This design comes from an exercise in tuning for small area on the open sky130 flow, not from production work.
Only simulation tests tie the RTL to the original design; equivalence was not proved.

==> flow/design.v (outline; a module is shown in full before it is edited, if it fits) <==
// module sine_wave: 2190 lines
// module sv_out: 861 lines
// module svpwm_top: 40 lines
// module fa_cell: 4 lines
// module ha_cell: 4 lines
// module fa_row: 10 lines
// module booth_row: 10 lines
// module ha_row: 9 lines
module svpwm_top (
    input  wire               clk,
    input  wire               rst_n,
    input  wire [31:0]        phase_step,
    input  wire signed [15:0] amplitude,
    input  wire signed [15:0] t_period_cnt,
    output wire [2:0]         sectors,
    output wire [15:0]        t1,
    output wire [15:0]        t2,
    output wire signed [15:0] va,
    output wire signed [15:0] vb,
    output wire signed [15:0] vc,
    output wire               pwm_a,
    output wire               pwm_b,
    output wire               pwm_c
);
  // ...
==> flow/run.sh <==
#!/bin/bash
# synth_recipe.tcl (not shown) runs the flow's synth.tcl, then flattens the netlist and writes it again
# the make line also repeats each setting of config.mk as NAME=value (left out here)
make -C /OpenROAD-flow-scripts/flow DESIGN_CONFIG=/design/flow/config.mk WORK_HOME=/design/flow/orfs CLKGATE_MAP_FILE= SYNTH_SCRIPT=/design/flow/synth_recipe.tcl finish
==> flow/config.mk <==
export PLATFORM = sky130hd
export DESIGN_NAME = svpwm_top
export DESIGN_NICKNAME = svpwm_top
export VERILOG_FILES = /design/flow/design.v
export SDC_FILE = /design/flow/constraint.sdc
export NUM_CORES = 4
export LEC_CHECK = 0
export CAP_MARGIN = 40
export CORE_MARGIN = 2
export CORE_UTILIZATION = 45
export SLEW_MARGIN = 20
export SYNTH_HIERARCHICAL = 1
export SYNTH_MEMORY_MAX_BITS = 65536
==> flow/constraint.sdc <==
create_clock -name core_clock -period 25.0 [get_ports {clk}]
set_input_delay 5.0000 -clock core_clock [delete_from_list [all_inputs] [get_ports {clk}]]
set_output_delay 5.0000 -clock core_clock [all_outputs]
set_load 0.01 [all_outputs]
==> impl_metrics.ini, run 1 <==
[logic_synthesis]
synth-simple-area-share_pct = 9.46
synth_area_per_cell_sq_um = 9.35
synthArstFlopShare_pct = 100
yosys.area_share.adder_pct = 30.0
yosysWarnings = 8
synth_top_family_by_area = compound AO/OA/AOI/OAI gates
post-synth-top-count-cell = xnor2_1
synth-edff-count = 0

[global_route]
grtUsageMet1_pct = 40.9
met3_usage_pct = 3.22

[timing]
fin_ws_ps = 2090
fmax_mhz = 43.7
slew_violations = 0
worst_pin_slew_ps = 880

[final_layout]
non_clock_buffer_area_share_pct = 5.82
drive_above_1_share_pct = 18.6
seq_cells = 173
design_area_sq_mm = 0.0630
top_register = u_sine.phase_acc
fin_cells = 8020
n_all_inverters = 374
seq_area_share_pct = 6.88
utilization_pct = 50.8

[outcome]
outcome = no timing/DRC/antenna violations

[setup_path]
critPathCapture = u_pwm.seg[0]$_DFF_PN0_
end_kind = register
critical_path_class = in2reg
path_max_fanout = 28
worst-path-stages = 68

[floorplanning]
coreArea_sq_mm = 0.124
die_w_um = 358

[placed_design]
place_inst = 7978
place_congestion = 0.985
pre_cts_ws_ps = 1740

[cts]
clkSinkCount = 173

[detailed_routing]
met2_length_um = 96200
wl_per_cell_um = 25.0
wl_met3_um = 12500

[flow_run]
maxCapViolations = 0
==> module sv_out, before the edit <==
module sv_out (
    input  wire               clk,
    input  wire               rst_n,
    input  wire [15:0]        t1_in,       
    input  wire [15:0]        t2_in,
    input  wire [2:0]         sector_in,
    input  wire signed [15:0] t_period_cnt,
    output reg                pwm_a,
    output reg                pwm_b,
    output reg                pwm_c
);
    reg  [15:0] cnt;
    reg  [14:0] t1_latched;      
    reg  [14:0] t2_latched;
    reg  [2:0]  sector_latched;
    reg  [1:0]  seg;             
    wire [15:0] t1_ext = {1'b0, t1_latched};
    wire [15:0] t2_ext = {1'b0, t2_latched};
    wire so_1;
    wire so_2;
    wire so_3;
    wire so_4;
    wire so_5;
    wire so_6;
    wire so_7;
    wire so_8;
    wire so_9;
    wire so_10;
    wire so_11;
    wire so_12;
    wire so_13;
    wire so_14;
    wire so_15;
    wire so_16;
    wire [16:0] so_17;
    wire so_18;
    wire [16:0] so_19;
    wire so_20;
    wire [16:0] so_21;
    wire so_22;
    wire [16:0] so_23;
    wire so_24;
    wire [16:0] so_25;
    wire so_26;
    wire [16:0] so_27;
    wire so_28;
    wire [16:0] so_29;
    wire so_30;
    wire [16:0] so_31;
    wire so_32;
    wire so_33;
    wire so_34;
    wire so_35;
    wire so_36;
    wire so_37;
    wire so_38;
    wire so_39;
    wire so_40;
    wire so_41;
    wire so_42;
    wire so_43;
    wire so_44;
    wire so_45;
    wire so_46;
    wire so_47;
    wire so_48;
    wire so_49;
    wire so_50;
    wire so_51;
    wire so_52;
    wire so_53;
    wire so_54;
    wire so_55;
    wire so_56;
    wire so_57;
    wire so_58;
    wire so_59;
    wire so_60;
    wire so_61;
    wire so_62;
    wire so_63;
    wire so_64;
    wire so_65;
    wire so_66;
    wire so_67;
    wire so_68;
    wire so_69;
    wire so_70;
    wire so_71;
    wire so_72;
    wire so_73;
    wire so_74;
    wire so_75;
    wire so_76;
    wire so_77;
    wire so_78;
    wire so_79;
    wire so_80;
    wire so_81;
    wire so_82;
    wire so_83;
    wire so_84;
    wire so_85;
    wire so_86;
    wire so_87;
    wire so_88;
    wire so_89;
    wire so_90;
    wire so_91;
    wire so_92;
    wire so_93;
    wire so_94;
    wire so_95;
    wire so_96;
    wire so_97;
    wire so_98;
    wire so_99;
    wire so_100;
    wire so_101;
    wire so_102;
    wire so_103;
    wire so_104;
    wire so_105;
    wire so_106;
    wire so_107;
    wire so_108;
    wire so_109;
    wire so_110;
    wire so_111;
    wire so_112;
    wire so_113;
    wire so_114;
    wire so_115;
    wire so_116;
    wire so_117;
    wire so_118;
    wire so_119;
    wire so_120;
    wire so_121;
    wire so_122;
    wire so_123;
    wire so_124;
    wire so_125;
    wire so_126;
    wire so_127;
    wire so_128;
    wire so_129;
    wire so_130;
    wire so_131;
    wire so_132;
    wire so_133;
    wire so_134;
    wire so_135;
    wire so_136;
    wire so_137;
    wire so_138;
    wire so_139;
    wire so_140;
    wire so_141;
    wire so_142;
    wire so_143;
    wire so_144;
    wire so_145;
    wire so_146;
    wire so_147;
    wire so_148;
    wire so_149;
    wire so_150;
    wire so_151;
    wire so_152;
    wire so_153;
    wire so_154;
    wire so_155;
    wire so_156;
    wire so_157;
    wire so_158;
    wire so_159;
    wire so_160;
    wire so_161;
    wire so_162;
    wire so_163;
    wire so_164;
    wire so_165;
    wire so_166;
    wire so_167;
    wire so_168;
    wire so_169;
    wire so_170;
    wire so_171;
    wire so_172;
    wire so_173;
    wire so_174;
    wire so_175;
    wire so_176;
    wire so_177;
    wire so_178;
    wire so_179;
    wire so_180;
    wire so_181;
    wire so_182;
    wire so_183;
    wire so_184;
    wire so_185;
    wire so_186;
    wire so_187;
    wire so_188;
    wire so_189;
    wire so_190;
    wire so_191;
    wire so_192;
    wire so_193;
    wire so_194;
    wire so_195;
    wire so_196;
    wire so_197;
    wire so_198;
    wire so_199;
    wire so_200;
    wire so_201;
    wire so_202;
    wire so_203;
    wire so_204;
    wire so_205;
    wire so_206;
    wire so_207;
    wire so_208;
    wire so_209;
    wire so_210;
    wire so_211;
    wire so_212;
    wire so_213;
    wire so_214;
    wire so_215;
    wire so_216;
    wire so_217;
    wire so_218;
    wire so_219;
    wire so_220;
    wire so_221;
    wire so_222;
    wire so_223;
    wire so_224;
    wire so_225;
    wire so_226;
    wire so_227;
    wire so_228;
    wire so_229;
    wire so_230;
    wire so_231;
    wire so_232;
    wire so_233;
    wire so_234;
    wire so_235;
    wire so_236;
    wire so_237;
    wire so_238;
    wire so_239;
    wire so_240;
    wire so_241;
    wire so_242;
    wire so_243;
    wire so_244;
    wire so_245;
    wire so_246;
    wire so_247;
    wire so_248;
    wire so_249;
    wire so_250;
    wire so_251;
    wire so_252;
    wire so_253;
    wire so_254;
    wire so_255;
    wire so_256;
    wire [30:0] so_257;
    wire [16:0] so_258;
    wire so_259;
    wire [16:0] so_260;
    wire so_261;
    wire [16:0] so_262;
    wire so_263;
    wire [16:0] so_264;
    wire so_265;
    wire [16:0] so_266;
    wire so_267;
    wire [16:0] so_268;
    wire so_269;
    wire [16:0] so_270;
    wire so_271;
    wire [16:0] so_272;
    wire so_273;
    wire so_274;
    wire so_275;
    wire so_276;
    wire so_277;
    wire so_278;
    wire so_279;
    wire so_280;
    wire so_281;
    wire so_282;
    wire so_283;
    wire so_284;
    wire so_285;
    wire so_286;
    wire so_287;
    wire so_288;
    wire so_289;
    wire so_290;
    wire so_291;
    wire so_292;
    wire so_293;
    wire so_294;
    wire so_295;
    wire so_296;
    wire so_297;
    wire so_298;
    wire so_299;
    wire so_300;
    wire so_301;
    wire so_302;
    wire so_303;
    wire so_304;
    wire so_305;
    wire so_306;
    wire so_307;
    wire so_308;
    wire so_309;
    wire so_310;
    wire so_311;
    wire so_312;
    wire so_313;
    wire so_314;
    wire so_315;
    wire so_316;
    wire so_317;
    wire so_318;
    wire so_319;
    wire so_320;
    wire so_321;
    wire so_322;
    wire so_323;
    wire so_324;
    wire so_325;
    wire so_326;
    wire so_327;
    wire so_328;
    wire so_329;
    wire so_330;
    wire so_331;
    wire so_332;
    wire so_333;
    wire so_334;
    wire so_335;
    wire so_336;
    wire so_337;
    wire so_338;
    wire so_339;
    wire so_340;
    wire so_341;
    wire so_342;
    wire so_343;
    wire so_344;
    wire so_345;
    wire so_346;
    wire so_347;
    wire so_348;
    wire so_349;
    wire so_350;
    wire so_351;
    wire so_352;
    wire so_353;
    wire so_354;
    wire so_355;
    wire so_356;
    wire so_357;
    wire so_358;
    wire so_359;
    wire so_360;
    wire so_361;
    wire so_362;
    wire so_363;
    wire so_364;
    wire so_365;
    wire so_366;
    wire so_367;
    wire so_368;
    wire so_369;
    wire so_370;
    wire so_371;
    wire so_372;
    wire so_373;
    wire so_374;
    wire so_375;
    wire so_376;
    wire so_377;
    wire so_378;
    wire so_379;
    wire so_380;
    wire so_381;
    wire so_382;
    wire so_383;
    wire so_384;
    wire so_385;
    wire so_386;
    wire so_387;
    wire so_388;
    wire so_389;
    wire so_390;
    wire so_391;
    wire so_392;
    wire so_393;
    wire so_394;
    wire so_395;
    wire so_396;
    wire so_397;
    wire so_398;
    wire so_399;
    wire so_400;
    wire so_401;
    wire so_402;
    wire so_403;
    wire so_404;
    wire so_405;
    wire so_406;
    wire so_407;
    wire so_408;
    wire so_409;
    wire so_410;
    wire so_411;
    wire so_412;
    wire so_413;
    wire so_414;
    wire so_415;
    wire so_416;
    wire so_417;
    wire so_418;
    wire so_419;
    wire so_420;
    wire so_421;
    wire so_422;
    wire so_423;
    wire so_424;
    wire so_425;
    wire so_426;
    wire so_427;
    wire so_428;
    wire so_429;
    wire so_430;
    wire so_431;
    wire so_432;
    wire so_433;
    wire so_434;
    wire so_435;
    wire so_436;
    wire so_437;
    wire so_438;
    wire so_439;
    wire so_440;
    wire so_441;
    wire so_442;
    wire so_443;
    wire so_444;
    wire so_445;
    wire so_446;
    wire so_447;
    wire so_448;
    wire so_449;
    wire so_450;
    wire so_451;
    wire so_452;
    wire so_453;
    wire so_454;
    wire so_455;
    wire so_456;
    wire so_457;
    wire so_458;
    wire so_459;
    wire so_460;
    wire so_461;
    wire so_462;
    wire so_463;
    wire so_464;
    wire so_465;
    wire so_466;
    wire so_467;
    wire so_468;
    wire so_469;
    wire so_470;
    wire so_471;
    wire so_472;
    wire so_473;
    wire so_474;
    wire so_475;
    wire so_476;
    wire so_477;
    wire so_478;
    wire so_479;
    wire so_480;
    wire so_481;
    wire so_482;
    wire so_483;
    wire so_484;
    wire so_485;
    wire so_486;
    wire so_487;
    wire so_488;
    wire so_489;
    wire so_490;
    wire so_491;
    wire so_492;
    wire so_493;
    wire so_494;
    wire so_495;
    wire so_496;
    wire so_497;
    wire [30:0] so_498;
    assign so_1 = t_period_cnt[0];
    assign so_2 = t_period_cnt[1] & ~t_period_cnt[0];
    assign so_3 = t_period_cnt[2] ^ t_period_cnt[1];
    assign so_4 = (t_period_cnt[3] & ~t_period_cnt[2] & ~t_period_cnt[1]) | (~t_period_cnt[3] & t_period_cnt[2] & t_period_cnt[1]);
    assign so_5 = t_period_cnt[4] ^ t_period_cnt[3];
    assign so_6 = (t_period_cnt[5] & ~t_period_cnt[4] & ~t_period_cnt[3]) | (~t_period_cnt[5] & t_period_cnt[4] & t_period_cnt[3]);
    assign so_7 = t_period_cnt[6] ^ t_period_cnt[5];
    assign so_8 = (t_period_cnt[7] & ~t_period_cnt[6] & ~t_period_cnt[5]) | (~t_period_cnt[7] & t_period_cnt[6] & t_period_cnt[5]);
    assign so_9 = t_period_cnt[8] ^ t_period_cnt[7];
    assign so_10 = (t_period_cnt[9] & ~t_period_cnt[8] & ~t_period_cnt[7]) | (~t_period_cnt[9] & t_period_cnt[8] & t_period_cnt[7]);
    assign so_11 = t_period_cnt[10] ^ t_period_cnt[9];
    assign so_12 = (t_period_cnt[11] & ~t_period_cnt[10] & ~t_period_cnt[9]) | (~t_period_cnt[11] & t_period_cnt[10] & t_period_cnt[9]);
    assign so_13 = t_period_cnt[12] ^ t_period_cnt[11];
    assign so_14 = (t_period_cnt[13] & ~t_period_cnt[12] & ~t_period_cnt[11]) | (~t_period_cnt[13] & t_period_cnt[12] & t_period_cnt[11]);
    assign so_15 = t_period_cnt[14] ^ t_period_cnt[13];
    assign so_16 = (t_period_cnt[15] & ~t_period_cnt[14] & ~t_period_cnt[13]) | (~t_period_cnt[15] & t_period_cnt[14] & t_period_cnt[13]);
    booth_row #(17) u_so_17 ({17{so_1}}, {17{so_2}}, {17{t_period_cnt[1]}}, {t1_ext[15], t1_ext}, {t1_ext, 1'b0}, so_17);
    assign so_18 = ~so_17[16];
    booth_row #(17) u_so_19 ({17{so_3}}, {17{so_4}}, {17{t_period_cnt[3]}}, {t1_ext[15], t1_ext}, {t1_ext, 1'b0}, so_19);
    assign so_20 = ~so_19[16];
    booth_row #(17) u_so_21 ({17{so_5}}, {17{so_6}}, {17{t_period_cnt[5]}}, {t1_ext[15], t1_ext}, {t1_ext, 1'b0}, so_21);
    assign so_22 = ~so_21[16];
    booth_row #(17) u_so_23 ({17{so_7}}, {17{so_8}}, {17{t_period_cnt[7]}}, {t1_ext[15], t1_ext}, {t1_ext, 1'b0}, so_23);
    assign so_24 = ~so_23[16];
    booth_row #(17) u_so_25 ({17{so_9}}, {17{so_10}}, {17{t_period_cnt[9]}}, {t1_ext[15], t1_ext}, {t1_ext, 1'b0}, so_25);
    assign so_26 = ~so_25[16];
    booth_row #(17) u_so_27 ({17{so_11}}, {17{so_12}}, {17{t_period_cnt[11]}}, {t1_ext[15], t1_ext}, {t1_ext, 1'b0}, so_27);
    assign so_28 = ~so_27[16];
    booth_row #(17) u_so_29 ({17{so_13}}, {17{so_14}}, {17{t_period_cnt[13]}}, {t1_ext[15], t1_ext}, {t1_ext, 1'b0}, so_29);
    assign so_30 = ~so_29[16];
    booth_row #(17) u_so_31 ({17{so_15}}, {17{so_16}}, {17{t_period_cnt[15]}}, {t1_ext[15], t1_ext}, {t1_ext, 1'b0}, so_31);
    assign so_32 = ~so_31[16];
    fa_cell u_so_33 (t_period_cnt[3], so_17[2], so_19[0], so_33, so_34);
    fa_cell u_so_35 (so_17[3], so_19[1], so_34, so_35, so_36);
    fa_cell u_so_37 (t_period_cnt[5], so_17[4], so_19[2], so_37, so_38);
    fa_cell u_so_39 (so_21[0], so_37, so_36, so_39, so_40);
    fa_cell u_so_41 (so_17[5], so_19[3], so_21[1], so_41, so_42);
    fa_cell u_so_43 (so_38, so_41, so_40, so_43, so_44);
    fa_cell u_so_45 (t_period_cnt[7], so_17[6], so_19[4], so_45, so_46);
    fa_cell u_so_47 (so_21[2], so_23[0], so_42, so_47, so_48);
    fa_cell u_so_49 (so_45, so_47, so_44, so_49, so_50);
    fa_cell u_so_51 (so_17[7], so_19[5], so_21[3], so_51, so_52);
    fa_cell u_so_53 (so_23[1], so_46, so_51, so_53, so_54);
    fa_cell u_so_55 (so_48, so_53, so_50, so_55, so_56);
    fa_cell u_so_57 (t_period_cnt[9], so_17[8], so_19[6], so_57, so_58);
    fa_cell u_so_59 (so_21[4], so_23[2], so_25[0], so_59, so_60);
    fa_cell u_so_61 (so_52, so_57, so_59, so_61, so_62);
    fa_cell u_so_63 (so_54, so_61, so_56, so_63, so_64);
    fa_cell u_so_65 (so_17[9], so_19[7], so_21[5], so_65, so_66);
    fa_cell u_so_67 (so_23[3], so_25[1], so_58, so_67, so_68);
    fa_cell u_so_69 (so_60, so_65, so_62, so_69, so_70);
    fa_cell u_so_71 (so_67, so_69, so_64, so_71, so_72);
    fa_cell u_so_73 (t_period_cnt[11], so_17[10], so_19[8], so_73, so_74);
    fa_cell u_so_75 (so_21[6], so_23[4], so_25[2], so_75, so_76);
    fa_cell u_so_77 (so_27[0], so_66, so_73, so_77, so_78);
    fa_cell u_so_79 (so_75, so_68, so_77, so_79, so_80);
    fa_cell u_so_81 (so_70, so_79, so_72, so_81, so_82);
    fa_cell u_so_83 (so_17[11], so_19[9], so_21[7], so_83, so_84);
    fa_cell u_so_85 (so_23[5], so_25[3], so_27[1], so_85, so_86);
    fa_cell u_so_87 (so_74, so_76, so_83, so_87, so_88);
    fa_cell u_so_89 (so_85, so_78, so_87, so_89, so_90);
    fa_cell u_so_91 (so_80, so_89, so_82, so_91, so_92);
    fa_cell u_so_93 (t_period_cnt[13], so_17[12], so_19[10], so_93, so_94);
    fa_cell u_so_95 (so_21[8], so_23[6], so_25[4], so_95, so_96);
    fa_cell u_so_97 (so_27[2], so_29[0], so_84, so_97, so_98);
    fa_cell u_so_99 (so_86, so_93, so_95, so_99, so_100);
    fa_cell u_so_101 (so_88, so_97, so_99, so_101, so_102);
    fa_cell u_so_103 (so_90, so_101, so_92, so_103, so_104);
    fa_cell u_so_105 (so_17[13], so_19[11], so_21[9], so_105, so_106);
    fa_cell u_so_107 (so_23[7], so_25[5], so_27[3], so_107, so_108);
    fa_cell u_so_109 (so_29[1], so_94, so_96, so_109, so_110);
    fa_cell u_so_111 (so_105, so_107, so_98, so_111, so_112);
    fa_cell u_so_113 (so_100, so_109, so_111, so_113, so_114);
    fa_cell u_so_115 (so_102, so_113, so_104, so_115, so_116);
    fa_cell u_so_117 (t_period_cnt[15], so_17[14], so_19[12], so_117, so_118);
    fa_cell u_so_119 (so_21[10], so_23[8], so_25[6], so_119, so_120);
    fa_cell u_so_121 (so_27[4], so_29[2], so_31[0], so_121, so_122);
    fa_cell u_so_123 (so_106, so_108, so_117, so_123, so_124);
    fa_cell u_so_125 (so_119, so_121, so_110, so_125, so_126);
    fa_cell u_so_127 (so_123, so_112, so_125, so_127, so_128);
    fa_cell u_so_129 (so_114, so_127, so_116, so_129, so_130);
    fa_cell u_so_131 (so_17[15], so_19[13], so_21[11], so_131, so_132);
    fa_cell u_so_133 (so_23[9], so_25[7], so_27[5], so_133, so_134);
    fa_cell u_so_135 (so_29[3], so_31[1], so_118, so_135, so_136);
    fa_cell u_so_137 (so_120, so_122, so_131, so_137, so_138);
    fa_cell u_so_139 (so_133, so_124, so_135, so_139, so_140);
    fa_cell u_so_141 (so_137, so_126, so_139, so_141, so_142);
    fa_cell u_so_143 (so_128, so_141, so_130, so_143, so_144);
    assign so_145 = ~(so_19[14] ^ so_21[12]);
    assign so_146 = so_19[14] | so_21[12];
    fa_cell u_so_147 (so_23[10], so_25[8], so_27[6], so_147, so_148);
    fa_cell u_so_149 (so_29[4], so_31[2], so_18, so_149, so_150);
    fa_cell u_so_151 (so_132, so_134, so_145, so_151, so_152);
    fa_cell u_so_153 (so_147, so_149, so_136, so_153, so_154);
    fa_cell u_so_155 (so_138, so_151, so_140, so_155, so_156);
    fa_cell u_so_157 (so_153, so_142, so_155, so_157, so_158);
    assign so_159 = ~(so_19[15] ^ so_21[13]);
    assign so_160 = so_19[15] | so_21[13];
    fa_cell u_so_161 (so_23[11], so_25[9], so_27[7], so_161, so_162);
    fa_cell u_so_163 (so_29[5], so_31[3], so_146, so_163, so_164);
    fa_cell u_so_165 (so_148, so_159, so_161, so_165, so_166);
    fa_cell u_so_167 (so_150, so_163, so_152, so_167, so_168);
    fa_cell u_so_169 (so_165, so_154, so_167, so_169, so_170);
    fa_cell u_so_171 (so_156, so_169, so_158, so_171, so_172);
    fa_cell u_so_173 (so_21[14], so_23[12], so_25[10], so_173, so_174);
    fa_cell u_so_175 (so_27[8], so_29[6], so_31[4], so_175, so_176);
    fa_cell u_so_177 (so_20, so_160, so_162, so_177, so_178);
    fa_cell u_so_179 (so_173, so_175, so_164, so_179, so_180);
    fa_cell u_so_181 (so_166, so_177, so_179, so_181, so_182);
    fa_cell u_so_183 (so_168, so_181, so_170, so_183, so_184);
    assign so_185 = ~(so_21[15] ^ so_23[13]);
    assign so_186 = so_21[15] | so_23[13];
    fa_cell u_so_187 (so_25[11], so_27[9], so_29[7], so_187, so_188);
    fa_cell u_so_189 (so_31[5], so_174, so_176, so_189, so_190);
    fa_cell u_so_191 (so_185, so_187, so_178, so_191, so_192);
    fa_cell u_so_193 (so_189, so_180, so_191, so_193, so_194);
    fa_cell u_so_195 (so_182, so_193, so_184, so_195, so_196);
    fa_cell u_so_197 (so_23[14], so_25[12], so_27[10], so_197, so_198);
    fa_cell u_so_199 (so_29[8], so_31[6], so_22, so_199, so_200);
    fa_cell u_so_201 (so_186, so_188, so_197, so_201, so_202);
    fa_cell u_so_203 (so_199, so_190, so_201, so_203, so_204);
    fa_cell u_so_205 (so_192, so_203, so_194, so_205, so_206);
    assign so_207 = ~(so_23[15] ^ so_25[13]);
    assign so_208 = so_23[15] | so_25[13];
    fa_cell u_so_209 (so_27[11], so_29[9], so_31[7], so_209, so_210);
    fa_cell u_so_211 (so_198, so_207, so_209, so_211, so_212);
    fa_cell u_so_213 (so_200, so_202, so_211, so_213, so_214);
    fa_cell u_so_215 (so_204, so_213, so_206, so_215, so_216);
    fa_cell u_so_217 (so_25[14], so_27[12], so_29[10], so_217, so_218);
    fa_cell u_so_219 (so_31[8], so_24, so_208, so_219, so_220);
    fa_cell u_so_221 (so_210, so_217, so_219, so_221, so_222);
    fa_cell u_so_223 (so_212, so_221, so_214, so_223, so_224);
    assign so_225 = ~(so_25[15] ^ so_27[13]);
    assign so_226 = so_25[15] | so_27[13];
    fa_cell u_so_227 (so_29[11], so_31[9], so_218, so_227, so_228);
    fa_cell u_so_229 (so_225, so_220, so_227, so_229, so_230);
    fa_cell u_so_231 (so_222, so_229, so_224, so_231, so_232);
    fa_cell u_so_233 (so_27[14], so_29[12], so_31[10], so_233, so_234);
    fa_cell u_so_235 (so_26, so_226, so_233, so_235, so_236);
    fa_cell u_so_237 (so_228, so_235, so_230, so_237, so_238);
    assign so_239 = ~(so_27[15] ^ so_29[13]);
    assign so_240 = so_27[15] | so_29[13];
    fa_cell u_so_241 (so_31[11], so_234, so_239, so_241, so_242);
    fa_cell u_so_243 (so_236, so_241, so_238, so_243, so_244);
    fa_cell u_so_245 (so_29[14], so_31[12], so_28, so_245, so_246);
    fa_cell u_so_247 (so_240, so_245, so_242, so_247, so_248);
    assign so_249 = ~(so_29[15] ^ so_31[13]);
    assign so_250 = so_29[15] | so_31[13];
    fa_cell u_so_251 (so_249, so_246, so_248, so_251, so_252);
    fa_cell u_so_253 (so_31[14], so_30, so_250, so_253, so_254);
    assign so_255 = ~(so_31[15] ^ so_254);
    assign so_256 = so_31[15] | so_254;
    assign so_257 = {so_32, so_255, so_252, so_251, so_244, so_243, so_232, so_231, so_216, so_215, so_196, so_195, so_172, so_171, so_144, so_143, so_129, so_115, so_103, so_91, so_81, so_71, so_63, so_55, so_49, so_43, so_39, so_35, so_33, so_17[1], so_17[0]} + {so_256, 1'b0, so_253, 1'b0, so_247, 1'b0, so_237, 1'b0, so_223, 1'b0, so_205, 1'b0, so_183, 1'b0, so_157, 1'b0, 1'b0, 1'b0, 1'b0, 1'b0, 1'b0, 1'b0, 1'b0, 1'b0, 1'b0, 1'b0, 1'b0, 1'b0, 1'b0, 1'b0, t_period_cnt[1]};
    booth_row #(17) u_so_258 ({17{so_1}}, {17{so_2}}, {17{t_period_cnt[1]}}, {t2_ext[15], t2_ext}, {t2_ext, 1'b0}, so_258);
    assign so_259 = ~so_258[16];
    booth_row #(17) u_so_260 ({17{so_3}}, {17{so_4}}, {17{t_period_cnt[3]}}, {t2_ext[15], t2_ext}, {t2_ext, 1'b0}, so_260);
    assign so_261 = ~so_260[16];
    booth_row #(17) u_so_262 ({17{so_5}}, {17{so_6}}, {17{t_period_cnt[5]}}, {t2_ext[15], t2_ext}, {t2_ext, 1'b0}, so_262);
    assign so_263 = ~so_262[16];
    booth_row #(17) u_so_264 ({17{so_7}}, {17{so_8}}, {17{t_period_cnt[7]}}, {t2_ext[15], t2_ext}, {t2_ext, 1'b0}, so_264);
    assign so_265 = ~so_264[16];
    booth_row #(17) u_so_266 ({17{so_9}}, {17{so_10}}, {17{t_period_cnt[9]}}, {t2_ext[15], t2_ext}, {t2_ext, 1'b0}, so_266);
    assign so_267 = ~so_266[16];
    booth_row #(17) u_so_268 ({17{so_11}}, {17{so_12}}, {17{t_period_cnt[11]}}, {t2_ext[15], t2_ext}, {t2_ext, 1'b0}, so_268);
    assign so_269 = ~so_268[16];
    booth_row #(17) u_so_270 ({17{so_13}}, {17{so_14}}, {17{t_period_cnt[13]}}, {t2_ext[15], t2_ext}, {t2_ext, 1'b0}, so_270);
    assign so_271 = ~so_270[16];
    booth_row #(17) u_so_272 ({17{so_15}}, {17{so_16}}, {17{t_period_cnt[15]}}, {t2_ext[15], t2_ext}, {t2_ext, 1'b0}, so_272);
    assign so_273 = ~so_272[16];
    fa_cell u_so_274 (t_period_cnt[3], so_258[2], so_260[0], so_274, so_275);
    fa_cell u_so_276 (so_258[3], so_260[1], so_275, so_276, so_277);
    fa_cell u_so_278 (t_period_cnt[5], so_258[4], so_260[2], so_278, so_279);
    fa_cell u_so_280 (so_262[0], so_278, so_277, so_280, so_281);
    fa_cell u_so_282 (so_258[5], so_260[3], so_262[1], so_282, so_283);
    fa_cell u_so_284 (so_279, so_282, so_281, so_284, so_285);
    fa_cell u_so_286 (t_period_cnt[7], so_258[6], so_260[4], so_286, so_287);
    fa_cell u_so_288 (so_262[2], so_264[0], so_283, so_288, so_289);
    fa_cell u_so_290 (so_286, so_288, so_285, so_290, so_291);
    fa_cell u_so_292 (so_258[7], so_260[5], so_262[3], so_292, so_293);
    fa_cell u_so_294 (so_264[1], so_287, so_292, so_294, so_295);
    fa_cell u_so_296 (so_289, so_294, so_291, so_296, so_297);
    fa_cell u_so_298 (t_period_cnt[9], so_258[8], so_260[6], so_298, so_299);
    fa_cell u_so_300 (so_262[4], so_264[2], so_266[0], so_300, so_301);
    fa_cell u_so_302 (so_293, so_298, so_300, so_302, so_303);
    fa_cell u_so_304 (so_295, so_302, so_297, so_304, so_305);
    fa_cell u_so_306 (so_258[9], so_260[7], so_262[5], so_306, so_307);
    fa_cell u_so_308 (so_264[3], so_266[1], so_299, so_308, so_309);
    fa_cell u_so_310 (so_301, so_306, so_303, so_310, so_311);
    fa_cell u_so_312 (so_308, so_310, so_305, so_312, so_313);
    fa_cell u_so_314 (t_period_cnt[11], so_258[10], so_260[8], so_314, so_315);
    fa_cell u_so_316 (so_262[6], so_264[4], so_266[2], so_316, so_317);
    fa_cell u_so_318 (so_268[0], so_307, so_314, so_318, so_319);
    fa_cell u_so_320 (so_316, so_309, so_318, so_320, so_321);
    fa_cell u_so_322 (so_311, so_320, so_313, so_322, so_323);
    fa_cell u_so_324 (so_258[11], so_260[9], so_262[7], so_324, so_325);
    fa_cell u_so_326 (so_264[5], so_266[3], so_268[1], so_326, so_327);
    fa_cell u_so_328 (so_315, so_317, so_324, so_328, so_329);
    fa_cell u_so_330 (so_326, so_319, so_328, so_330, so_331);
    fa_cell u_so_332 (so_321, so_330, so_323, so_332, so_333);
    fa_cell u_so_334 (t_period_cnt[13], so_258[12], so_260[10], so_334, so_335);
    fa_cell u_so_336 (so_262[8], so_264[6], so_266[4], so_336, so_337);
    fa_cell u_so_338 (so_268[2], so_270[0], so_325, so_338, so_339);
    fa_cell u_so_340 (so_327, so_334, so_336, so_340, so_341);
    fa_cell u_so_342 (so_329, so_338, so_340, so_342, so_343);
    fa_cell u_so_344 (so_331, so_342, so_333, so_344, so_345);
    fa_cell u_so_346 (so_258[13], so_260[11], so_262[9], so_346, so_347);
    fa_cell u_so_348 (so_264[7], so_266[5], so_268[3], so_348, so_349);
    fa_cell u_so_350 (so_270[1], so_335, so_337, so_350, so_351);
    fa_cell u_so_352 (so_346, so_348, so_339, so_352, so_353);
    fa_cell u_so_354 (so_341, so_350, so_352, so_354, so_355);
    fa_cell u_so_356 (so_343, so_354, so_345, so_356, so_357);
    fa_cell u_so_358 (t_period_cnt[15], so_258[14], so_260[12], so_358, so_359);
    fa_cell u_so_360 (so_262[10], so_264[8], so_266[6], so_360, so_361);
    fa_cell u_so_362 (so_268[4], so_270[2], so_272[0], so_362, so_363);
    fa_cell u_so_364 (so_347, so_349, so_358, so_364, so_365);
    fa_cell u_so_366 (so_360, so_362, so_351, so_366, so_367);
    fa_cell u_so_368 (so_364, so_353, so_366, so_368, so_369);
    fa_cell u_so_370 (so_355, so_368, so_357, so_370, so_371);
    fa_cell u_so_372 (so_258[15], so_260[13], so_262[11], so_372, so_373);
    fa_cell u_so_374 (so_264[9], so_266[7], so_268[5], so_374, so_375);
    fa_cell u_so_376 (so_270[3], so_272[1], so_359, so_376, so_377);
    fa_cell u_so_378 (so_361, so_363, so_372, so_378, so_379);
    fa_cell u_so_380 (so_374, so_365, so_376, so_380, so_381);
    fa_cell u_so_382 (so_378, so_367, so_380, so_382, so_383);
    fa_cell u_so_384 (so_369, so_382, so_371, so_384, so_385);
    assign so_386 = ~(so_260[14] ^ so_262[12]);
    assign so_387 = so_260[14] | so_262[12];
    fa_cell u_so_388 (so_264[10], so_266[8], so_268[6], so_388, so_389);
    fa_cell u_so_390 (so_270[4], so_272[2], so_259, so_390, so_391);
    fa_cell u_so_392 (so_373, so_375, so_386, so_392, so_393);
    fa_cell u_so_394 (so_388, so_390, so_377, so_394, so_395);
    fa_cell u_so_396 (so_379, so_392, so_381, so_396, so_397);
    fa_cell u_so_398 (so_394, so_383, so_396, so_398, so_399);
    assign so_400 = ~(so_260[15] ^ so_262[13]);
    assign so_401 = so_260[15] | so_262[13];
    fa_cell u_so_402 (so_264[11], so_266[9], so_268[7], so_402, so_403);
    fa_cell u_so_404 (so_270[5], so_272[3], so_387, so_404, so_405);
    fa_cell u_so_406 (so_389, so_400, so_402, so_406, so_407);
    fa_cell u_so_408 (so_391, so_404, so_393, so_408, so_409);
    fa_cell u_so_410 (so_406, so_395, so_408, so_410, so_411);
    fa_cell u_so_412 (so_397, so_410, so_399, so_412, so_413);
    fa_cell u_so_414 (so_262[14], so_264[12], so_266[10], so_414, so_415);
    fa_cell u_so_416 (so_268[8], so_270[6], so_272[4], so_416, so_417);
    fa_cell u_so_418 (so_261, so_401, so_403, so_418, so_419);
    fa_cell u_so_420 (so_414, so_416, so_405, so_420, so_421);
    fa_cell u_so_422 (so_407, so_418, so_420, so_422, so_423);
    fa_cell u_so_424 (so_409, so_422, so_411, so_424, so_425);
    assign so_426 = ~(so_262[15] ^ so_264[13]);
    assign so_427 = so_262[15] | so_264[13];
    fa_cell u_so_428 (so_266[11], so_268[9], so_270[7], so_428, so_429);
    fa_cell u_so_430 (so_272[5], so_415, so_417, so_430, so_431);
    fa_cell u_so_432 (so_426, so_428, so_419, so_432, so_433);
    fa_cell u_so_434 (so_430, so_421, so_432, so_434, so_435);
    fa_cell u_so_436 (so_423, so_434, so_425, so_436, so_437);
    fa_cell u_so_438 (so_264[14], so_266[12], so_268[10], so_438, so_439);
    fa_cell u_so_440 (so_270[8], so_272[6], so_263, so_440, so_441);
    fa_cell u_so_442 (so_427, so_429, so_438, so_442, so_443);
    fa_cell u_so_444 (so_440, so_431, so_442, so_444, so_445);
    fa_cell u_so_446 (so_433, so_444, so_435, so_446, so_447);
    assign so_448 = ~(so_264[15] ^ so_266[13]);
    assign so_449 = so_264[15] | so_266[13];
    fa_cell u_so_450 (so_268[11], so_270[9], so_272[7], so_450, so_451);
    fa_cell u_so_452 (so_439, so_448, so_450, so_452, so_453);
    fa_cell u_so_454 (so_441, so_443, so_452, so_454, so_455);
    fa_cell u_so_456 (so_445, so_454, so_447, so_456, so_457);
    fa_cell u_so_458 (so_266[14], so_268[12], so_270[10], so_458, so_459);
    fa_cell u_so_460 (so_272[8], so_265, so_449, so_460, so_461);
    fa_cell u_so_462 (so_451, so_458, so_460, so_462, so_463);
    fa_cell u_so_464 (so_453, so_462, so_455, so_464, so_465);
    assign so_466 = ~(so_266[15] ^ so_268[13]);
    assign so_467 = so_266[15] | so_268[13];
    fa_cell u_so_468 (so_270[11], so_272[9], so_459, so_468, so_469);
    fa_cell u_so_470 (so_466, so_461, so_468, so_470, so_471);
    fa_cell u_so_472 (so_463, so_470, so_465, so_472, so_473);
    fa_cell u_so_474 (so_268[14], so_270[12], so_272[10], so_474, so_475);
    fa_cell u_so_476 (so_267, so_467, so_474, so_476, so_477);
    fa_cell u_so_478 (so_469, so_476, so_471, so_478, so_479);
    assign so_480 = ~(so_268[15] ^ so_270[13]);
    assign so_481 = so_268[15] | so_270[13];
    fa_cell u_so_482 (so_272[11], so_475, so_480, so_482, so_483);
    fa_cell u_so_484 (so_477, so_482, so_479, so_484, so_485);
    fa_cell u_so_486 (so_270[14], so_272[12], so_269, so_486, so_487);
    fa_cell u_so_488 (so_481, so_486, so_483, so_488, so_489);
    assign so_490 = ~(so_270[15] ^ so_272[13]);
    assign so_491 = so_270[15] | so_272[13];
    fa_cell u_so_492 (so_490, so_487, so_489, so_492, so_493);
    fa_cell u_so_494 (so_272[14], so_271, so_491, so_494, so_495);
    assign so_496 = ~(so_272[15] ^ so_495);
    assign so_497 = so_272[15] | so_495;
    assign so_498 = {so_273, so_496, so_493, so_492, so_485, so_484, so_473, so_472, so_457, so_456, so_437, so_436, so_413, so_412, so_385, so_384, so_370, so_356, so_344, so_332, so_322, so_312, so_304, so_296, so_290, so_284, so_280, so_276, so_274, so_258[1], so_258[0]} + {so_497, 1'b0, so_494, 1'b0, so_488, 1'b0, so_478, 1'b0, so_464, 1'b0, so_446, 1'b0, so_424, 1'b0, so_398, 1'b0, 1'b0, 1'b0, 1'b0, 1'b0, 1'b0, 1'b0, 1'b0, 1'b0, 1'b0, 1'b0, 1'b0, 1'b0, 1'b0, 1'b0, t_period_cnt[1]};
    wire signed [15:0] t1_cnt = so_257[30:15];
    wire signed [15:0] t2_cnt = so_498[30:15];
    wire signed [15:0] t_sum = t1_cnt + t2_cnt;
    wire signed [15:0] t_zero_period = (t_sum > t_period_cnt) ? 16'sd0 : (t_period_cnt - t_sum);
    wire [15:0] h1 = t1_cnt >> 1;
    wire [15:0] h2 = t2_cnt >> 1;
    wire [15:0] s12 = h1 + h2;
    wire [15:0] s122 = s12 + h2;
    wire [15:0] s1122 = s122 + h1;
    wire [15:0] ta = t_zero_period >> 2;
    wire [15:0] z3 = ta + (t_zero_period >> 1);
    wire [15:0] tb = ta + h1;
    wire [15:0] tc = ta + s12;
    wire [15:0] td = z3 + s12;
    wire [15:0] te = z3 + s122;
    wire [15:0] tf = z3 + s1122;
    wire [1:0] seg_next = (cnt < ta) ? 2'd0 : (cnt < tb) ? 2'd1 : (cnt < tc) ? 2'd2 :
                          (cnt < td) ? 2'd3 : (cnt < te) ? 2'd2 : (cnt < tf) ? 2'd1 : 2'd0;
    reg [2:0] pat_t1, pat_t2;
    always @(*) begin
        case (sector_latched)
            3'd1: begin pat_t1 = 3'b100; pat_t2 = 3'b110; end
            3'd2: begin pat_t1 = 3'b110; pat_t2 = 3'b010; end
            3'd3: begin pat_t1 = 3'b010; pat_t2 = 3'b011; end
            3'd4: begin pat_t1 = 3'b011; pat_t2 = 3'b001; end
            3'd5: begin pat_t1 = 3'b001; pat_t2 = 3'b101; end
            3'd6: begin pat_t1 = 3'b101; pat_t2 = 3'b100; end
            default: begin pat_t1 = 3'b000; pat_t2 = 3'b000; end
        endcase
    end
    always @(posedge clk or negedge rst_n) begin
        if (!rst_n) begin
            cnt <= 16'd0;
            t1_latched <= 15'd0;
            t2_latched <= 15'd0;
            sector_latched <= 3'd1;
            seg <= 2'd0;
            {pwm_a, pwm_b, pwm_c} <= 3'b000;
        end else begin
            cnt <= (cnt >= t_period_cnt) ? 16'd0 : cnt + 16'd1;
            if (cnt == 16'd0) begin
                t1_latched <= t1_in[14:0];
                t2_latched <= t2_in[14:0];
                sector_latched <= sector_in;
            end
            seg <= seg_next;
            case (seg)
                2'd0: {pwm_a, pwm_b, pwm_c} <= 3'b000;
                2'd1: {pwm_a, pwm_b, pwm_c} <= pat_t1;
                2'd2: {pwm_a, pwm_b, pwm_c} <= pat_t2;
                default: {pwm_a, pwm_b, pwm_c} <= 3'b111;
            endcase
        end
    end
endmodule
==> run 2: changes to the inputs <==
--- a/flow/design.v
+++ b/flow/design.v
@@ -2704,6 +2704,53 @@
     wire so_496;
     wire so_497;
     wire [30:0] so_498;
+    wire so_499;
+    wire so_500;
+    wire so_501;
+    wire so_502;
+    wire so_503;
+    wire so_504;
+    wire so_505;
+    wire so_506;
+    wire so_507;
+    wire so_508;
+    wire so_509;
+    wire so_510;
+    wire so_511;
+    wire so_512;
+    wire so_513;
+    wire so_514;
+    wire so_515;
+    wire so_516;
+    wire so_517;
+    wire so_518;
+    wire so_519;
+    wire so_520;
+    wire so_521;
+    wire so_522;
+    wire so_523;
+    wire so_524;
+    wire so_525;
+    wire so_526;
+    wire so_527;
+    wire so_528;
+    wire so_529;
+    wire so_530;
+    wire so_531;
+    wire so_532;
+    wire so_533;
+    wire so_534;
+    wire so_535;
+    wire so_536;
+    wire so_537;
+    wire so_538;
+    wire so_539;
+    wire so_540;
+    wire so_541;
+    wire so_542;
+    wire so_543;
+    wire so_544;
+    wire so_545;
     assign so_1 = t_period_cnt[0];
     assign so_2 = t_period_cnt[1] & ~t_period_cnt[0];
     assign so_3 = t_period_cnt[2] ^ t_period_cnt[1];
@@ -2994,6 +3041,39 @@
     assign so_496 = ~(so_272[15] ^ so_495);
     assign so_497 = so_272[15] | so_495;
     assign so_498 = {so_273, so_496, so_493, so_492, so_485, so_484, so_473, so_472, so_457, so_456, so_437, so_436, so_413, so_412, so_385, so_384, so_370, so_356, so_344, so_332, so_322, so_312, so_304, so_296, so_290, so_284, so_280, so_276, so_274, so_258[1], so_258[0]} + {so_497, 1'b0, so_494, 1'b0, so_488, 1'b0, so_478, 1'b0, so_464, 1'b0, so_446, 1'b0, so_424, 1'b0, so_398, 1'b0, 1'b0, 1'b0, 1'b0, 1'b0, 1'b0, 1'b0, 1'b0, 1'b0, 1'b0, 1'b0, 1'b0, 1'b0, 1'b0, 1'b0, t_period_cnt[1]};
+    assign so_499 = ~cnt[0];
+    ha_cell u_so_500 (cnt[1], cnt[0], so_500, so_501);
+    ha_cell u_so_502 (cnt[2], so_501, so_502, so_503);
+    ha_cell u_so_504 (cnt[3], so_503, so_504, so_505);
+    ha_cell u_so_506 (cnt[4], so_505, so_506, so_507);
+    ha_cell u_so_508 (cnt[5], so_507, so_508, so_509);
+    ha_cell u_so_510 (cnt[6], so_509, so_510, so_511);
+    ha_cell u_so_512 (cnt[7], so_511, so_512, so_513);
+    ha_cell u_so_514 (cnt[8], so_513, so_514, so_515);
+    ha_cell u_so_516 (cnt[9], so_515, so_516, so_517);
+    ha_cell u_so_518 (cnt[10], so_517, so_518, so_519);
+    ha_cell u_so_520 (cnt[11], so_519, so_520, so_521);
+    ha_cell u_so_522 (cnt[12], so_521, so_522, so_523);
+    ha_cell u_so_524 (cnt[13], so_523, so_524, so_525);
+    ha_cell u_so_526 (cnt[14], so_525, so_526, so_527);
+    assign so_528 = cnt[15] ^ so_527;
+    assign so_529 = ~cnt[0] & t_period_cnt[0];
+    assign so_530 = ~((cnt[1] & ~t_period_cnt[1]) | (cnt[1] & ~so_529) | (~t_period_cnt[1] & ~so_529));
+    assign so_531 = ~((cnt[2] & ~t_period_cnt[2]) | (cnt[2] & ~so_530) | (~t_period_cnt[2] & ~so_530));
+    assign so_532 = ~((cnt[3] & ~t_period_cnt[3]) | (cnt[3] & ~so_531) | (~t_period_cnt[3] & ~so_531));
+    assign so_533 = ~((cnt[4] & ~t_period_cnt[4]) | (cnt[4] & ~so_532) | (~t_period_cnt[4] & ~so_532));
+    assign so_534 = ~((cnt[5] & ~t_period_cnt[5]) | (cnt[5] & ~so_533) | (~t_period_cnt[5] & ~so_533));
+    assign so_535 = ~((cnt[6] & ~t_period_cnt[6]) | (cnt[6] & ~so_534) | (~t_period_cnt[6] & ~so_534));
+    assign so_536 = ~((cnt[7] & ~t_period_cnt[7]) | (cnt[7] & ~so_535) | (~t_period_cnt[7] & ~so_535));
+    assign so_537 = ~((cnt[8] & ~t_period_cnt[8]) | (cnt[8] & ~so_536) | (~t_period_cnt[8] & ~so_536));
+    assign so_538 = ~((cnt[9] & ~t_period_cnt[9]) | (cnt[9] & ~so_537) | (~t_period_cnt[9] & ~so_537));
+    assign so_539 = ~((cnt[10] & ~t_period_cnt[10]) | (cnt[10] & ~so_538) | (~t_period_cnt[10] & ~so_538));
+    assign so_540 = ~((cnt[11] & ~t_period_cnt[11]) | (cnt[11] & ~so_539) | (~t_period_cnt[11] & ~so_539));
+    assign so_541 = ~((cnt[12] & ~t_period_cnt[12]) | (cnt[12] & ~so_540) | (~t_period_cnt[12] & ~so_540));
+    assign so_542 = ~((cnt[13] & ~t_period_cnt[13]) | (cnt[13] & ~so_541) | (~t_period_cnt[13] & ~so_541));
+    assign so_543 = ~((cnt[14] & ~t_period_cnt[14]) | (cnt[14] & ~so_542) | (~t_period_cnt[14] & ~so_542));
+    assign so_544 = ~((cnt[15] & ~t_period_cnt[15]) | (cnt[15] & ~so_543) | (~t_period_cnt[15] & ~so_543));
+    assign so_545 = ~so_544;
     wire signed [15:0] t1_cnt = so_257[30:15];
     wire signed [15:0] t2_cnt = so_498[30:15];
     wire signed [15:0] t_sum = t1_cnt + t2_cnt;
@@ -3002,7 +3082,7 @@
     wire [15:0] h2 = t2_cnt >> 1;
     wire [15:0] s12 = h1 + h2;
     wire [15:0] s122 = s12 + h2;
-    wire [15:0] s1122 = s122 + h1;
+    wire [15:0] s1122 = {s12[14:0], 1'b0};    
     wire [15:0] ta = t_zero_period >> 2;
     wire [15:0] z3 = ta + (t_zero_period >> 1);
     wire [15:0] tb = ta + h1;
@@ -3033,7 +3113,7 @@
             seg <= 2'd0;
             {pwm_a, pwm_b, pwm_c} <= 3'b000;
         end else begin
-            cnt <= (cnt >= t_period_cnt) ? 16'd0 : cnt + 16'd1;
+            cnt <= so_545 ? 16'd0 : {so_528, so_526, so_524, so_522, so_520, so_518, so_516, so_514, so_512, so_510, so_508, so_506, so_504, so_502, so_500, so_499};
             if (cnt == 16'd0) begin
                 t1_latched <= t1_in[14:0];
                 t2_latched <= t2_in[14:0];
--- a/flow/config.mk
+++ b/flow/config.mk
@@ -7,7 +7,7 @@
 export LEC_CHECK = 0
 export CAP_MARGIN = 40
 export CORE_MARGIN = 2
-export CORE_UTILIZATION = 45
+export CORE_UTILIZATION = 60
 export SLEW_MARGIN = 20
 export SYNTH_HIERARCHICAL = 1
 export SYNTH_MEMORY_MAX_BITS = 65536
==> run 2 against run 1 <==
  * Sequential share of layout area hardly changed
  * Area after synthesis is 1.2% higher
  * First-iteration DRC count is 17% higher
  * Wire length is 0.58% higher
  * Maximum frequency is 3.9% lower
  * Via count is 4.6% higher
  * Non-clock buffer count is 8 lower
  * Setup slack worse by 930 ps
==> impl_metrics.ini, run 2 <==
[setup_path]
crit_family = adder cells
critPathRequiredTime_ps = 25400
cp_num_buf_inv = 6
r2r_setup_slack_ps = 5990
r2r-end = u_pwm.seg[0]$_DFF_PN0_
slowest_delay_ps = 530
crit_path_frequent_cell = fa_1
worst_path_max_delay_cell = fa_1
critPathLaunchType = input pin
end_kind = register
worst-path-stages = 71
path_max_fanout = 18
critPathArrivalTime_ps = 24240
ff2ff_path_depth = 70
critical_path_class = in2reg
crit_path_start = t_period_cnt[1]
r2r_start = u_pwm.t1_latched[2]$_DFFE_PN0N_
critPathCapture = u_pwm.seg[0]$_DFF_PN0_

[logic_synthesis]
yosysTopAreaCell = fa_1
yosysWarnings = 8
post-synth-top-count-cell = xnor2_1
synth_area_per_cell_sq_um = 9.34
synth_cell_types = 128
syn_area_sq_mm = 0.0570
netlist_top_cells_count = xnor2_1 (820), a22oi_2 (681), fa_1 (599)
ys.flop_type = dfrtp_1
ys_top_cells_by_area = fa_1 (21%), a22oi_2 (15%), xnor2_1 (13%), ha_1 (8.2%), dfrtp_1 (7.4%)
synthArstFlopShare_pct = 100
ys_seq_area_share_pct = 7.61
synth_cells = 6100
synth_top_area_share_pct = 21.0
synth-edff-count = 0
synth_seq_cells = 173

[final_layout]
syn_to_final_growth_pct = 10.6
diodes = 0
seqCellArea_sq_mm = 0.00433
top_register = u_sine.phase_acc
largest_register_ffs = 32
fin_cells = 7690
multi_input_area_sq_mm = 0.0515
layout_commonest_cell = xnor2_1
drive_above_1_share_pct = 18.9
mostFrequentLayoutCells = xnor2_1 (813), a22oi_2 (681), fa_1 (599)
final_nets = 7452
n_fill_cell = 7753

[timing]
fin_ws_ps = 1160
relSlewSlack_pct = 39.7
fmax_mhz = 41.9
fin_skew_ps = 20.1
worst_pin_slew_ps = 903
slew_violations = 0
finalSetupViolations = 0
fin_setup_tns_ps = 0
period_share_pct = 95.4
period_minus_slack_ps = 23840
rsz0062_at_grt = no
timing_hold_violations_final = 0

[placed_design]
place_congestion = 0.995
place_inst = 7641
dpl.hpwl_um = 146000
pre_cts_ws_ps = 660
port_buffers = 149

[cts]
clkSinkCount = 173
cts.clk_slew.worst_paths_ps = 90
clock_latency_ps = 480
clockBufferDepth = 2
cts_tree = yes
cts_made_buffers = 17
root_buffer = clkbuf_16
ctsHtreeMaxLevel = 4

[detailed_routing]
drt_iter0_drc = 6105
drc = 0
vias = 52800
first_pass_iters = 8
ant_nets = 0
wl_per_cell_um = 26.2
via_per_inst = 6.87
wl_um = 201000

[global_route]
grt_pass1_wl_um = 312000
grtUsageTotal_pct = 40.5
antenna_found_initial = 2
grt_max_degree = 91
grt-ovfl-total = 0
grt_pass1_vias = 52400

[floorplanning]
die_h_um = 312
dieArea_sq_mm = 0.0974
io_pins = 152
die_w_um = 312
rows = 113
coreArea_sq_mm = 0.0946
start_util_pct = 60.2

[flow_run]
maxCapViolations = 0

[hold_path]
hold_class = reg2reg

[outcome]
outcome = no timing/DRC/antenna violations
run 2: layout make-up:
| class | count | share of cell area (%) |
|---|---|---|
| Multi-Input combinational cell | 5467 | 81.8 |
| Clock buffer | 17 | 0.675 |
| Clock inverter | 15 | 0.268 |
| Sequential cell | 173 | 6.88 |
| Timing Repair Buffer | 400 | 5.79 |
| Inverter | 353 | 2.10 |
| Tap cell | 1265 | 2.51 |
run 2: worst min-delay path by stage:
stage	slack, ps	start	cells past startpoint	endpoint
final	360	u_sine.sectors_temp[2]$_DFF_PN0_	0	u_sine.sectors[2]$_DFF_PN0_
after global routing	370	u_sine.sectors_temp[0]$_DFF_PN1_	0	u_sine.sectors[0]$_DFF_PN1_
after CTS	360	u_sine.sectors_temp[2]$_DFF_PN0_	0	u_sine.sectors[2]$_DFF_PN0_
after detailed placement	340	u_sine.sectors_temp[2]$_DFF_PN0_	0	u_sine.sectors[2]$_DFF_PN0_
after global placement	330	u_sine.sectors_temp[2]$_DFF_PN0_	0	u_sine.sectors[2]$_DFF_PN0_
after floorplan	330	u_sine.sectors_temp[1]$_DFF_PN0_	0	u_sine.sectors[1]$_DFF_PN0_
run 2: kinds of logic (layout without fill, tap and decap cells):
logic type / Yosys count / in the layout / synth area share (%)
other: 2 / 162 / 0.0132
DFF: 173 / 173 / 7.61
xor gates and xnor gates: 953 / 953 / 14.9
AOI/OAI and AO/OA: 2093 / 2093 / 31.9
adders and majority gates: 978 / 978 / 29.4
buffers and inverters: 620 / 785 / 4.44
muxes: 56 / 56 / 1.07
and+or+nand+nor: 1225 / 1225 / 10.7
run 2: routing by layer:
| metal | global-route usage (%) | vias up | share of wire [%] |
|---|---|---|---|
| li1 | - | 23000 | - |
| met1 | 53.0 | 26100 | 39 |
| met2 | 65.7 | 3089 | 47 |
| met3 | 5.84 | 692 | 8.5 |
| met4 | 20.4 | 2 | 5.6 |
| met5 | 0 | - | 0.0055 |
run 2: metrics by stage:
stage	area [sq um]	utilization [%]	hold slack (ps)
after CTS	62700	66.3	358
after global routing	63000	66.6	365
after floorplan	57600	-	331
after global placement	61800	65.3	334
after detailed placement	62100	65.7	337
final	63000	66.6	358
run 2: what timing repair did:
item                                    4_1_cts  5_1_grt
hold buffers                                  0        0
gates resized for setup                       0        4
setup buffers                                 0        0
endpoints found under the setup margin        0        2
run 2: per-module statistics from Yosys (local to each module, per instance), excerpt:
module / cells inside / times used
sv_out: 1425 / 1
sine_wave: 2713 / 1
fa_cell: 1 / 578
ha_cell: 1 / 24
run 2: worst register-to-register path, delay by kind of cell, from the launching register on:
family | cells | cell delay (ps)
xor+xnor | 7 | 1070
compound gates | 25 | 5750
simple gates | 10 | 1960
mux | 1 | 130
fa+ha+maj | 22 | 8790
flops | 1 | 330
buf+inv | 5 | 870
==> run 3: changes to the inputs <==
==> flow/flow/run.sh (new file) <==
#!/bin/bash
# Layout flow: the standard flow, with one extra step after the floorplan
# that maps every logic cell to the smallest drive strength of its function
# (synthesis picks larger ones than the relaxed clock needs). The placement,
# clock-tree and routing steps that follow size up again wherever timing,
# slew or capacitance need it. Each step's full output goes to its own log.
set -euo pipefail
bash standard.sh synth > synth.log 2>&1
bash standard.sh floorplan > floorplan.log 2>&1
R=orfs/results/${FLOW_PLATFORM}/svpwm_top/base
openroad -no_init -exit -threads ${NUM_CORES:-4} flow/downsize.tcl > downsize.log 2>&1
bash standard.sh finish > finish.log 2>&1
==> flow/flow/downsize.tcl (new file) <==
# Swap each logic cell of the floorplan to the drive-strength variant of
# smallest area with the same function and pins. Flip-flops keep their type
# (only the drive strength changes); buffers, clock cells, tie, tap and fill
# cells are left alone.
set results "orfs/results/$::env(FLOW_PLATFORM)/svpwm_top/base"
read_db $results/2_floorplan.odb
set db [ord::get_db]
set block [ord::get_db_block]
set swapped 0
set saved 0
foreach inst [$block getInsts] {
  set master [$inst getMaster]
  set name [$master getName]
  if {![regexp {^(sky130_fd_sc_hd__[a-z0-9]+)_([0-9]+)$} $name -> base size]} { continue }
  if {[regexp {buf|clk|conb|tap|fill|decap|diode|dly} $base]} { continue }
  set best $master
  set best_area [expr {[$master getWidth] * [$master getHeight]}]
  foreach s {0 1 2} {
    if {$s >= $size} { break }
    set m [$db findMaster "${base}_$s"]
    if {$m == "NULL"} { continue }
    set a [expr {[$m getWidth] * [$m getHeight]}]
    if {$a < $best_area} { set best $m; set best_area $a }
  }
  if {$best != $master} {
    set saved [expr {$saved + [$master getWidth] * [$master getHeight] - $best_area}]
    $inst swapMaster $best
    incr swapped
  }
}
puts "downsize: swapped $swapped instances, saved [expr {$saved / 1e6}] um^2"
write_db $results/2_floorplan.odb
==> flow/standard.sh (new file) <==
#!/bin/bash
# synth_recipe.tcl (not shown) runs the flow's synth.tcl, then flattens the netlist and writes it again
# the make line also repeats each setting of config.mk as NAME=value (left out here)
make -C /OpenROAD-flow-scripts/flow DESIGN_CONFIG=/design/flow/config.mk WORK_HOME=/design/flow/orfs CLKGATE_MAP_FILE= SYNTH_SCRIPT=/design/flow/synth_recipe.tcl "${@:-finish}"
removed: flow/run.sh
==> run 3 against run 2 <==
  * Clock skew is 3.2 ps lower
  * Setup slack better by 100 ps
  * Still clean on timing, DRC and antenna
  * Highest routed layer is now met4
  * Cell count is 0.13% lower
  * Largest cell class unchanged
==> impl_metrics.ini, run 3 <==
[outcome]
outcome = no timing/DRC/antenna violations

[logic_synthesis]
synth_area_per_cell_sq_um = 9.34
synthArstFlopShare_pct = 100
post-synth-top-count-cell = xnor2_1
synth_top_area_share_pct = 21.0
synth-edff-count = 0
ys_seq_area_share_pct = 7.61
synth_cells = 6100
ys.flop_type = dfrtp_1
syn_area_sq_mm = 0.0570
yosysWarnings = 8
synth_seq_cells = 173
yosysTopAreaCell = fa_1
netlist_top_cells_count = xnor2_1 (820), a22oi_2 (681), fa_1 (599)
ys_top_cells_by_area = fa_1 (21%), a22oi_2 (15%), xnor2_1 (13%), ha_1 (8.2%), dfrtp_1 (7.4%)
synth_cell_types = 128

[setup_path]
critPathCapture = u_pwm.seg[0]$_DFF_PN0_
r2r_start = u_pwm.t1_latched[1]$_DFFE_PN0N_
crit_path_start = t_period_cnt[2]
critPathRequiredTime_ps = 25430
worst_path_max_delay_cell = clkdlybuf4s50_1
ff2ff_path_depth = 71
r2r-end = u_pwm.seg[0]$_DFF_PN0_
path_max_fanout = 18
critPathLaunchType = input pin
critPathArrivalTime_ps = 24160
slowest_delay_ps = 560
critical_path_class = in2reg
r2r_setup_slack_ps = 5730
end_kind = register
crit_path_frequent_cell = fa_1

[final_layout]
final_nets = 7442
n_fill_cell = 8344
largest_register_ffs = 32
diodes = 0
drive_above_1_share_pct = 7.08
top_register = u_sine.phase_acc
design_area_sq_mm = 0.0587
mostFrequentLayoutCells = xnor2_1 (819), a22oi_1 (761), fa_1 (599)
syn_to_final_growth_pct = 3.10
layout_commonest_cell = xnor2_1

[timing]
slew_violations = 0
period_share_pct = 94.9
finalSetupViolations = 0
fin_skew_ps = 16.9
fmax_mhz = 42.1
relSlewSlack_pct = 35.7
fin_ws_ps = 1260
fin_setup_tns_ps = 0
period_minus_slack_ps = 23740
worst_pin_slew_ps = 964
holdWs_ps = 352
rsz0062_at_grt = no
timing_hold_violations_final = 0

[floorplanning]
coreArea_sq_mm = 0.0946
start_util_pct = 60.2
dieArea_sq_mm = 0.0974
die_w_um = 312
die_h_um = 312
rows = 113
io_pins = 152

[cts]
holdBufCountCts = 0
clock_latency_ps = 510
cts_resized = 0
root_buffer = clkbuf_16
clkSinkCount = 173
cts_made_buffers = 17
cts.clk_slew.worst_paths_ps = 80
cts_tree = yes
cts_setup_buffers = 0
clockBufferDepth = 2
ctsHtreeMaxLevel = 4

[detailed_routing]
wl_um = 199000
drc = 0
ant_nets = 0
vias = 52800
via_per_inst = 6.87
wl_per_cell_um = 25.9
drt_iter0_drc = 7234
first_pass_iters = 7

[flow_run]
maxCapViolations = 0

[hold_path]
hold_class = reg2reg

[global_route]
grt-ovfl-total = 0
grt_pass1_wl_um = 307000
grt_pass1_vias = 51800
grtUsageTotal_pct = 39.7
grt_max_degree = 68
antenna_found_initial = 0

[placed_design]
place_congestion = 0.993
dpl.hpwl_um = 142000
placedInstanceArea_sq_mm = 0.0579
pre_cts_ws_ps = 784
port_buffers = 149
## run 3: logic make-up after synthesis
family | synth area share [%]
AO/OA/AOI/OAI | 31.9
XOR/XNOR | 14.9
adder cells (fa/ha/maj) | 29.4
buffers and inverters | 4.44
flip-flops | 7.61
multiplexers | 1.07
other | 0.0132
AND/OR/NAND/NOR | 10.7
## run 3: critical path: cells and delay by family
| family | cells | cell delay, ps |
|---|---|---|
| xor+xnor | 7 | 1260 |
| fa+ha+maj | 21 | 8480 |
| mux | 1 | 140 |
| compound gates | 29 | 5910 |
| buf+inv | 5 | 1180 |
| simple gates | 10 | 2110 |
## run 3: per-module statistics from Yosys (local to each module, per instance), excerpt
module,cells inside,copies in the design,flip-flops and latches,cell area (sq um)
sine_wave,2713,1,119,19000
fa_cell,1,578,0,20.0
ha_cell,1,24,0,12.5
sv_out,1425,1,54,11700
## run 3: how the worst min path moves through the flow
stage                                     startpoint                     endpoint  slack, ps  depth (start not counted)
global route        u_sine.sectors_temp[2]$_DFF_PN0_  u_sine.sectors[2]$_DFF_PN0_        360                          0
detailed placement  u_sine.sectors_temp[2]$_DFF_PN0_  u_sine.sectors[2]$_DFF_PN0_        340                          0
global placement    u_sine.sectors_temp[1]$_DFF_PN0_  u_sine.sectors[1]$_DFF_PN0_        330                          0
finish              u_sine.sectors_temp[2]$_DFF_PN0_  u_sine.sectors[2]$_DFF_PN0_        350                          0
CTS                 u_sine.sectors_temp[1]$_DFF_PN0_  u_sine.sectors[1]$_DFF_PN0_        350                          0
floorplan           u_sine.sectors_temp[1]$_DFF_PN0_  u_sine.sectors[1]$_DFF_PN0_        330                          0
## run 3: metrics by stage
stage          utilization [%]  cells
4_1_cts                   61.9   7671
3_3_place_gp              61.0   7618
6_report                  62.1   7680
2_1_floorplan                -   6260
5_1_grt                   62.1   7680
3_5_place_dp              61.3   7639
## run 3: layout make-up
cell class,count,area (sq um),share of cell area [%]
clock buffer,17,425,0.724
clock inverter,15,223,0.379
inverter,353,1330,2.26
multi-input combinational,5467,47500,80.8
sequential,173,4330,7.38
tap,1265,1580,2.69
timing repair buffer,390,3390,5.78
## run 3: per-layer routing
layer	vias up	track usage [%]	wire length (um)
met2	3358	63.9	91900
met4	0	20.7	11100
met5	-	0	0
met1	25800	51.6	77500
li1	22900	-	-
met3	711	6.47	18500

what the ideal ports hide:
The results above use ideal ports. As a check the final layouts listed here were re-extracted and re-timed, cells and wires unchanged. Step 1 assumes that a clkbuf_16 drives the clock port and a buf_2 every other input. Step 2 also shifts input and output timing later by t, the mid clock arrival at the registers, as if the neighbouring blocks saw the same clock. Slacks: no drivers / after step 1 / after step 2; pairs: no drivers / after step 1.
| run | shift t [ns] | setup slack, ns | worst hold slack (ns) | worst data-port slew with drivers (ns) | pins driven straight from the clock port |
|---|---|---|---|---|---|
| run 1 | 0.547 | 2.092 / 2.128 / 1.581 | 0.360 / 0.360 / 0.360 | 0.08 | 1 |
| run 2 | 0.538 | 1.159 / 1.200 / 0.662 | 0.358 / 0.358 / 0.358 | 0.05 | 1 |
| run 3 | 0.557 | 1.263 / 1.299 / 0.742 | 0.352 / 0.352 / 0.352 | 0.05 | 1 |
After both steps every run listed still meets setup and hold. For run 3, which loses most, drivers alone change the setup slack by +0.036 ns; drivers and shift together by -0.521 ns.
